From an optimization exercise on the open Yosys and OpenROAD flow, aimed at small area; shortcuts taken in it are not production practice.
Only simulation tests tie the RTL to the original design; equivalence was not proved.
No activity file was given, so power comes from the tool's default toggle rates.

==> flow/design.v <==
module rgb565_to_ycbcr422
(
    input   wire                    sys_clk         ,
    input   wire                    sys_rst_n       ,
    input   wire    [15:0]          rgb_data        ,
    output  reg     signed  [7:0]   img_out         ,
    output  reg     [1:0]           state           ,
    output  reg                     start_en        
);
reg             start_1             ;
reg             start               ;
reg     [1:0]   cnt_state           ;
wire    [7:0]   R0_8b               ;
wire    [7:0]   G0_8b               ;
wire    [7:0]   B0_8b               ;
reg     signed  [15:0]  RGB_mul[8:0]        ;
reg     signed  [15:0]  YCrCb_16b[2:0]      ;
reg     signed  [15:0]  Cb_delay            ;
assign R0_8b = {rgb_data[15:11],rgb_data[13:11]};  
assign G0_8b = {rgb_data[10: 5],rgb_data[ 6: 5]};  
assign B0_8b = {rgb_data[ 4: 0],rgb_data[ 2: 0]};  
always@(posedge sys_clk or negedge sys_rst_n)
    if(sys_rst_n==1'b0)
        begin
            RGB_mul[0]<=16'd0;
            RGB_mul[1]<=16'd0;
            RGB_mul[2]<=16'd0;
            RGB_mul[3]<=16'd0;
            RGB_mul[4]<=16'd0;
            RGB_mul[5]<=16'd0;
            RGB_mul[6]<=16'd0;
            RGB_mul[7]<=16'd0;
            RGB_mul[8]<=16'd0;
        end
    else
        begin
            RGB_mul[0]<=16'd77 * R0_8b;
            RGB_mul[1]<=16'd150* G0_8b;
            RGB_mul[2]<=16'd29 * B0_8b;
            RGB_mul[3]<=16'd43 * R0_8b;
            RGB_mul[4]<=16'd85 * G0_8b;
            RGB_mul[5]<=16'd128* B0_8b;
            RGB_mul[6]<=16'd128* R0_8b;
            RGB_mul[7]<=16'd107* G0_8b;
            RGB_mul[8]<=16'd21 * B0_8b;
        end
always@(posedge sys_clk or negedge sys_rst_n)
    if(sys_rst_n==1'b0)
        begin
            YCrCb_16b[0]<=16'd0;
            YCrCb_16b[1]<=16'd0;
            YCrCb_16b[2]<=16'd0;
        end
    else
        begin
            YCrCb_16b[0]<=RGB_mul[0]+RGB_mul[1]+RGB_mul[2]-16'd32768; 
            YCrCb_16b[1]<=RGB_mul[5]-RGB_mul[3]-RGB_mul[4]; 
            YCrCb_16b[2]<=RGB_mul[6]-RGB_mul[7]-RGB_mul[8]; 
        end
always@(posedge sys_clk or negedge sys_rst_n)
    if(sys_rst_n==1'b0)
        Cb_delay<=16'd0;
    else
        Cb_delay<=YCrCb_16b[2];
always@(posedge sys_clk or negedge sys_rst_n)
    if(sys_rst_n==1'b0)
        img_out<=8'd0;
    else if(cnt_state==2'd0 && start_1==1'b1)
        img_out<=YCrCb_16b[0][15:8];
    else if(cnt_state==2'd1 && start_1==1'b1)
        img_out<=YCrCb_16b[1][15:8];
    else if(cnt_state==2'd2 && start_1==1'b1)
        img_out<=Cb_delay[15:8];
    else if(cnt_state==2'd3 && start_1==1'b1)
        img_out<=YCrCb_16b[0][15:8];
    else
        img_out<=img_out;
always@(posedge sys_clk or negedge sys_rst_n)
    if(sys_rst_n==1'b0)
        begin
            start<=1'b0;
            start_1<=1'b0;
            start_en<=1'b0;
        end
    else
        begin
            start<=1'b1;
            start_1<=start;
            start_en<=start_1;
        end
always@(posedge sys_clk or negedge sys_rst_n)
    if(sys_rst_n==1'b0)
        cnt_state<=2'd0;
    else if(cnt_state==2'd3)
        cnt_state<=2'd0;
    else if(start_1==1'b1)
        cnt_state<=cnt_state+1'b1;
    else
        cnt_state<=cnt_state;
always@(posedge sys_clk or negedge sys_rst_n)
    if(sys_rst_n==1'b0)
        state<=2'd0;
    else
        state<=cnt_state;
endmodule
==> flow/run.sh <==
#!/bin/bash
# synth_recipe.tcl (not shown) runs the flow's synth.tcl, then flattens the netlist and writes it again
# the make line also repeats each setting of config.mk as NAME=value (left out here)
make -C /OpenROAD-flow-scripts/flow DESIGN_CONFIG=/design/flow/config.mk WORK_HOME=/design/flow/orfs CLKGATE_MAP_FILE= SYNTH_SCRIPT=/design/flow/synth_recipe.tcl finish
==> flow/config.mk <==
export PLATFORM = sky130hd
export DESIGN_NAME = rgb565_to_ycbcr422
export DESIGN_NICKNAME = rgb565_to_ycbcr422
export VERILOG_FILES = /design/flow/design.v
export SDC_FILE = /design/flow/constraint.sdc
export NUM_CORES = 4
export LEC_CHECK = 0
export CAP_MARGIN = 20
export CORE_MARGIN = 2
export CORE_UTILIZATION = 40
export SLEW_MARGIN = 20
==> flow/constraint.sdc <==
create_clock -name core_clock -period 5.0 [get_ports {sys_clk}]
set_input_delay 1.0000 -clock core_clock [delete_from_list [all_inputs] [get_ports {sys_clk}]]
set_output_delay 1.0000 -clock core_clock [all_outputs]
set_load 0.01 [all_outputs]
==> report_table.html <==
<table>
<tr><th>Metric</th><th>Value</th></tr>
<tr><th colspan="2">Outcome</th></tr>
<tr><td>Status</td><td>no timing/DRC/antenna violations</td></tr>
<tr><th colspan="2">Timing</th></tr>
<tr><td>Total negative slack</td><td>0 ps</td></tr>
<tr><td>Number of failing setup endpoints in the final timing report</td><td>0</td></tr>
<tr><td>Worst slew margin relative to its limit</td><td>0.5779</td></tr>
<tr><td>Clock tree skew after final layout</td><td>8.830 ps</td></tr>
<tr><td>Setup repair after global routing missed its margin</td><td>no</td></tr>
<tr><td>Final cycle utilization of the critical path</td><td>0.8871</td></tr>
<tr><td>Pins Over Slew Limit</td><td>0</td></tr>
<tr><td>Min cycle time layout</td><td>4435 ps</td></tr>
<tr><td>Transition time at the pin with the least slew margin</td><td>631.8 ps</td></tr>
<tr><td>Endpoints failing hold</td><td>0</td></tr>
<tr><td>Fmax achieved</td><td>225.5 MHz</td></tr>
<tr><th colspan="2">Finish</th></tr>
<tr><td>Final cell count without fillers</td><td>1552</td></tr>
<tr><td>Nets@finish</td><td>1490</td></tr>
<tr><td>Final design utilization</td><td>0.4552</td></tr>
<tr><td>Area added between synthesis and finish</td><td>12.44%</td></tr>
<tr><td>Fraction of layout cells with a size suffix above 1</td><td>0.05822</td></tr>
<tr><td>Antenna diode instance count</td><td>0</td></tr>
<tr><th colspan="2">Clock network</th></tr>
<tr><td>Root cell of the clock tree</td><td>sky130_fd_sc_hd__clkbuf_16</td></tr>
<tr><td>Clock latency reported for the late side of the worst-skew pair</td><td>420 ps</td></tr>
<tr><td>Post-cts sizing count</td><td>0</td></tr>
<tr><td>Cts-stage hold buffer count</td><td>0</td></tr>
<tr><td>Total CTS buffers</td><td>17</td></tr>
<tr><td>Clock-pin slew of the registers on the worst-case setup and hold paths</td><td>60 ps</td></tr>
<tr><td>H-tree level count</td><td>4</td></tr>
<tr><td>CTS tree</td><td>done</td></tr>
<tr><td>Clock net sink count</td><td>141</td></tr>
<tr><td>Post-CTS setup-driven buffer insertion count</td><td>0</td></tr>
<tr><td>Buffer levels on the longest clock path</td><td>2</td></tr>
<tr><th colspan="2">Place</th></tr>
<tr><td>Cell count after placement</td><td>1522</td></tr>
<tr><td>DP Wirelength</td><td>19320 um</td></tr>
<tr><td>Final RePlAce weighted congestion</td><td>0.8504</td></tr>
<tr><td>Total of buffers placed on input and output ports</td><td>28</td></tr>
<tr><th colspan="2">Detailed routing</th></tr>
<tr><td>Number of vias per cell</td><td>4.910</td></tr>
<tr><td>DRC violations left</td><td>0</td></tr>
<tr><td>Number of iterations in the first detailed-routing pass</td><td>6</td></tr>
<tr><td>Antenna Nets Post-Route</td><td>0</td></tr>
<tr><td>Total wirelength of the detailed-routed design</td><td>23130 um</td></tr>
<tr><td>Average routed wire per standard cell</td><td>14.90 um</td></tr>
<tr><td>Vias</td><td>7620</td></tr>
<tr><td>Violation count after the first detailed-route iteration</td><td>439</td></tr>
<tr><th colspan="2">Die</th></tr>
<tr><td>Core Footprint</td><td>0.02863 mm^2</td></tr>
<tr><td>Die height</td><td>174.2 um</td></tr>
<tr><td>Total Die Area</td><td>0.03035 mm^2</td></tr>
<tr><td>Die X</td><td>174.2 um</td></tr>
<tr><td>Boundary Pins</td><td>29</td></tr>
<tr><td>Count of standard-cell rows</td><td>62</td></tr>
<tr><td>Starting utilization of the core area</td><td>0.4049</td></tr>
<tr><th colspan="2">Logic synthesis</th></tr>
<tr><td>Yosys Warn Count</td><td>3</td></tr>
<tr><td>Ranking of synthesized cells by instance count</td><td>sky130_fd_sc_hd__ha_1, sky130_fd_sc_hd__inv_1, sky130_fd_sc_hd__dfrtp_1</td></tr>
<tr><td>Mapped Cells</td><td>1096</td></tr>
<tr><td>Cell Area, Synth</td><td>0.01159 mm^2</td></tr>
<tr><td>Net Count, Synth</td><td>1429</td></tr>
<tr><td>Main area contributors after synthesis</td><td>sky130_fd_sc_hd__dfrtp_1, sky130_fd_sc_hd__ha_1, sky130_fd_sc_hd__fa_1</td></tr>
<tr><td>Syn Area/Cell</td><td>10.57 um^2</td></tr>
<tr><td>Cell variety after synth</td><td>62</td></tr>
<tr><td>Number of synthesized register bits</td><td>141</td></tr>
<tr><td>Yosys top cell area share</td><td>0.3044</td></tr>
<tr><td>Proportion of synthesized flip-flops having asynchronous set or reset</td><td>1.000</td></tr>
<tr><td>Most frequent cell after synthesis</td><td>sky130_fd_sc_hd__ha_1</td></tr>
<tr><td>EDFF count, synth</td><td>0</td></tr>
<tr><td>Main synth FF type</td><td>sky130_fd_sc_hd__dfrtp_1</td></tr>
<tr><td>Sequential fraction of the synthesis area</td><td>0.3044</td></tr>
<tr><td>Most area-hungry cell type in the Yosys netlist</td><td>sky130_fd_sc_hd__dfrtp_1</td></tr>
<tr><th colspan="2">Power</th></tr>
<tr><td>Pleak</td><td>6.654 nW</td></tr>
<tr><td>Power density over cell area</td><td>592.1 mW/mm^2</td></tr>
<tr><td>Power after layout</td><td>7.715 mW</td></tr>
<tr><td>Worst-case vdd ir drop</td><td>0.0003693 V</td></tr>
<tr><th colspan="2">Setup path</th></tr>
<tr><td>Slowest stage delay, CP</td><td>600 ps</td></tr>
<tr><td>Arrival time at the worst endpoint</td><td>4720 ps</td></tr>
<tr><td>Critical Setup Path Class</td><td>in2reg</td></tr>
<tr><td>CP delay by family, top</td><td>adder cells</td></tr>
<tr><td>Depth of the most critical reg-to-reg path</td><td>8</td></tr>
<tr><td>Peak fanout along the critical path</td><td>6</td></tr>
<tr><td>Buffers plus inverters on the worst setup path</td><td>4</td></tr>
<tr><td>Worst flop-to-flop path endpoint</td><td>YCrCb_16b[0][15]$_DFF_PN0_</td></tr>
<tr><td>Data required time at the worst endpoint</td><td>5280 ps</td></tr>
<tr><td>Element type at the critical path start</td><td>primary input</td></tr>
<tr><td>Flop2flop setup slack</td><td>2400 ps</td></tr>
<tr><td>Worst flop-to-flop path startpoint</td><td>RGB_mul[0][1]$_DFF_PN0_</td></tr>
<tr><td>Cell type of the slowest stage on the worst timing path</td><td>sky130_fd_sc_hd__clkdlybuf4s50_1</td></tr>
<tr><td>Worst path cell trace</td><td>clkdlybuf4s50_1 -&gt; inv_1 -&gt; ha_1 -&gt; ha_1 -&gt; inv_1 -&gt; fa_1 -&gt; inv_1 -&gt; fa_1 -&gt; ha_1 -&gt; a21o_1 -&gt; a21o_1 -&gt; a2111oi_2 -&gt; nor3_1 -&gt; nand3b_1</td></tr>
<tr><td>Critical Path Start</td><td>rgb_data[6]</td></tr>
<tr><td>Type of element capturing the critical path</td><td>register</td></tr>
<tr><th colspan="2">Hold path</th></tr>
<tr><td>Hold Path Depth</td><td>0</td></tr>
<tr><td>Class of the tightest hold or removal check</td><td>reg2reg</td></tr>
<tr><td>Destination of the worst hold path</td><td>Cb_delay[10]$_DFF_PN0_</td></tr>
<tr><td>Start point of the worst hold path</td><td>YCrCb_16b[2][10]$_DFF_PN0_</td></tr>
<tr><th colspan="2">Global routing</th></tr>
<tr><td>Via count of the first global-routing pass</td><td>7816</td></tr>
<tr><td>Wire length of the first global-routing pass</td><td>39340 um</td></tr>
<tr><td>All-Layer GR Usage</td><td>0.1643</td></tr>
<tr><td>Overall overflow remaining after global route</td><td>0</td></tr>
<tr><td>Maximum number of pins on one net before global-route repair</td><td>57</td></tr>
<tr><td>Number of antenna violations at the first check in global routing</td><td>1</td></tr>
<tr><th colspan="2">Job</th></tr>
<tr><td>Number of maximum-capacitance violations</td><td>0</td></tr>
</table>
[metrics by stage]
step / worst slack (ps) / hold slack, ps / area (um^2)
6_report: 564.7 / 337.3 / 13030
5_1_grt: 228.8 / 352.4 / 13030
4_1_cts: 564.4 / 344.7 / 13030
3_5_place_dp: 126.5 / 334.7 / 12480
3_3_place_gp: 181.7 / 332.4 / 12480
2_1_floorplan: 972.9 / 331.2 / 11590
[per-layer routing]
| layer | wire (um) | track usage | up-vias |
|---|---|---|---|
| li1 | - | - | 3855 |
| met1 | 11030 | 0.2206 | 3649 |
| met2 | 11070 | 0.2753 | 86 |
| met3 | 509 | 0.02493 | 30 |
| met4 | 516 | 0.04762 | 0 |
| met5 | 0 | 0 | - |
[report_power, final]
part	internal (mW)	total (mW)	switching (mW)	leakage, nW
Clock	0.699	1.17	0.467	0.258
Sequential	1.65	1.86	0.207	1.66
Combinational	2.02	4.69	2.67	4.74
Total	4.37	7.72	3.35	6.65
[how the worst max path moves through the flow]
stage	to	slack, ps	cells past startpoint
5_1_grt	RGB_mul[2][11]$_DFF_PN0_	230	11
3_5_place_dp	RGB_mul[7][14]$_DFF_PN0_	130	14
6_report	RGB_mul[7][14]$_DFF_PN0_	560	14
3_3_place_gp	RGB_mul[7][14]$_DFF_PN0_	180	14
4_1_cts	RGB_mul[7][14]$_DFF_PN0_	560	14
2_1_floorplan	RGB_mul[7][14]$_DFF_PN0_	970	12
[cells in the final DEF (no fill, tap or decap), types with 5 or more instances in the layout]
cell and count:
sky130_fd_sc_hd__a21o_1 25, sky130_fd_sc_hd__a21oi_1 58, sky130_fd_sc_hd__a31oi_1 5, sky130_fd_sc_hd__and3_1 6
sky130_fd_sc_hd__buf_4 21, sky130_fd_sc_hd__clkbuf_16 17, sky130_fd_sc_hd__clkdlybuf4s50_1 27, sky130_fd_sc_hd__clkinvlp_4 5
sky130_fd_sc_hd__dfrtp_1 141, sky130_fd_sc_hd__fa_1 68, sky130_fd_sc_hd__ha_1 247, sky130_fd_sc_hd__inv_1 171
sky130_fd_sc_hd__nand2_1 33, sky130_fd_sc_hd__nand2b_1 7, sky130_fd_sc_hd__nand3_1 15, sky130_fd_sc_hd__nor2_1 70
sky130_fd_sc_hd__nor2b_1 7, sky130_fd_sc_hd__nor3_1 25, sky130_fd_sc_hd__o211ai_1 7, sky130_fd_sc_hd__o21a_1 8
sky130_fd_sc_hd__o21ai_0 24, sky130_fd_sc_hd__o21bai_1 6, sky130_fd_sc_hd__o22ai_1 8, sky130_fd_sc_hd__o31ai_1 16
sky130_fd_sc_hd__xnor2_1 57, sky130_fd_sc_hd__xor2_1 27
[final cells by class]
class	instances	area [um^2]
Clock buffer	19	452.9
Clock inverter	11	96.34
Fill cell	2715	15590
Inverter	171	641.9
Multi-Input combinational cell	777	7392
Sequential cell	141	3528
Tap cell	384	480.5
Timing Repair Buffer	49	439.2
[worst reg2reg max path, stage by stage (launching register included)]
cell and delay, ps:
sky130_fd_sc_hd__dfrtp_1 480, sky130_fd_sc_hd__fa_1 450, sky130_fd_sc_hd__ha_1 280, sky130_fd_sc_hd__nand4_1 90, sky130_fd_sc_hd__a22oi_1 290, sky130_fd_sc_hd__a21oi_1 180
sky130_fd_sc_hd__o211ai_1 270, sky130_fd_sc_hd__a21oi_1 120, sky130_fd_sc_hd__xnor2_1 320
[flip-flops by register name, summed over array words and instances, names as in the netlist]
signal / cells
state: 2
start: 1
RGB_mul: 94
cnt_state: 2
start_en: 1
Cb_delay: 8
img_out: 8
start_1: 1
YCrCb_16b: 24
[cells by family after synthesis]
family | Yosys count | synth area share
buffers and inverters | 178 | 0.05776
DFF | 141 | 0.3044
other | 1 | 0.0003236
adders and majority gates | 315 | 0.3841
AOI/OAI and AO/OA | 192 | 0.1147
xor gates and xnor gates | 84 | 0.06348
and+or+nand+nor | 185 | 0.07525

[static timing again, ports no longer ideal]
How much do the figures lean on ideal ports? The routed layout below was timed once more, with nothing changed but the port constraints.
Step 1 sets driving cells, clkbuf_16 on the clock port and buf_2 on the other inputs (assumed; they add their load-dependent delay and slew).
Step 2 times the ports against the registers' clock, not the clock port: input delays grow and output delays shrink by t, the midpoint of the rising clock arrivals with the driver on.
Slacks: ideal / step 1 / step 2; pairs: ideal / step 1.
shift t [ns]: 0.459
setup WS [ns]: 0.565 / 0.581 / 0.122
worst setup path after step 2: input to register
slew at the worst register clock pin (ns): 0.06 / 0.06
After both steps this run still meets setup and hold. The setup slack of this run moves by +0.016 ns with the drivers and by -0.443 ns with both steps.
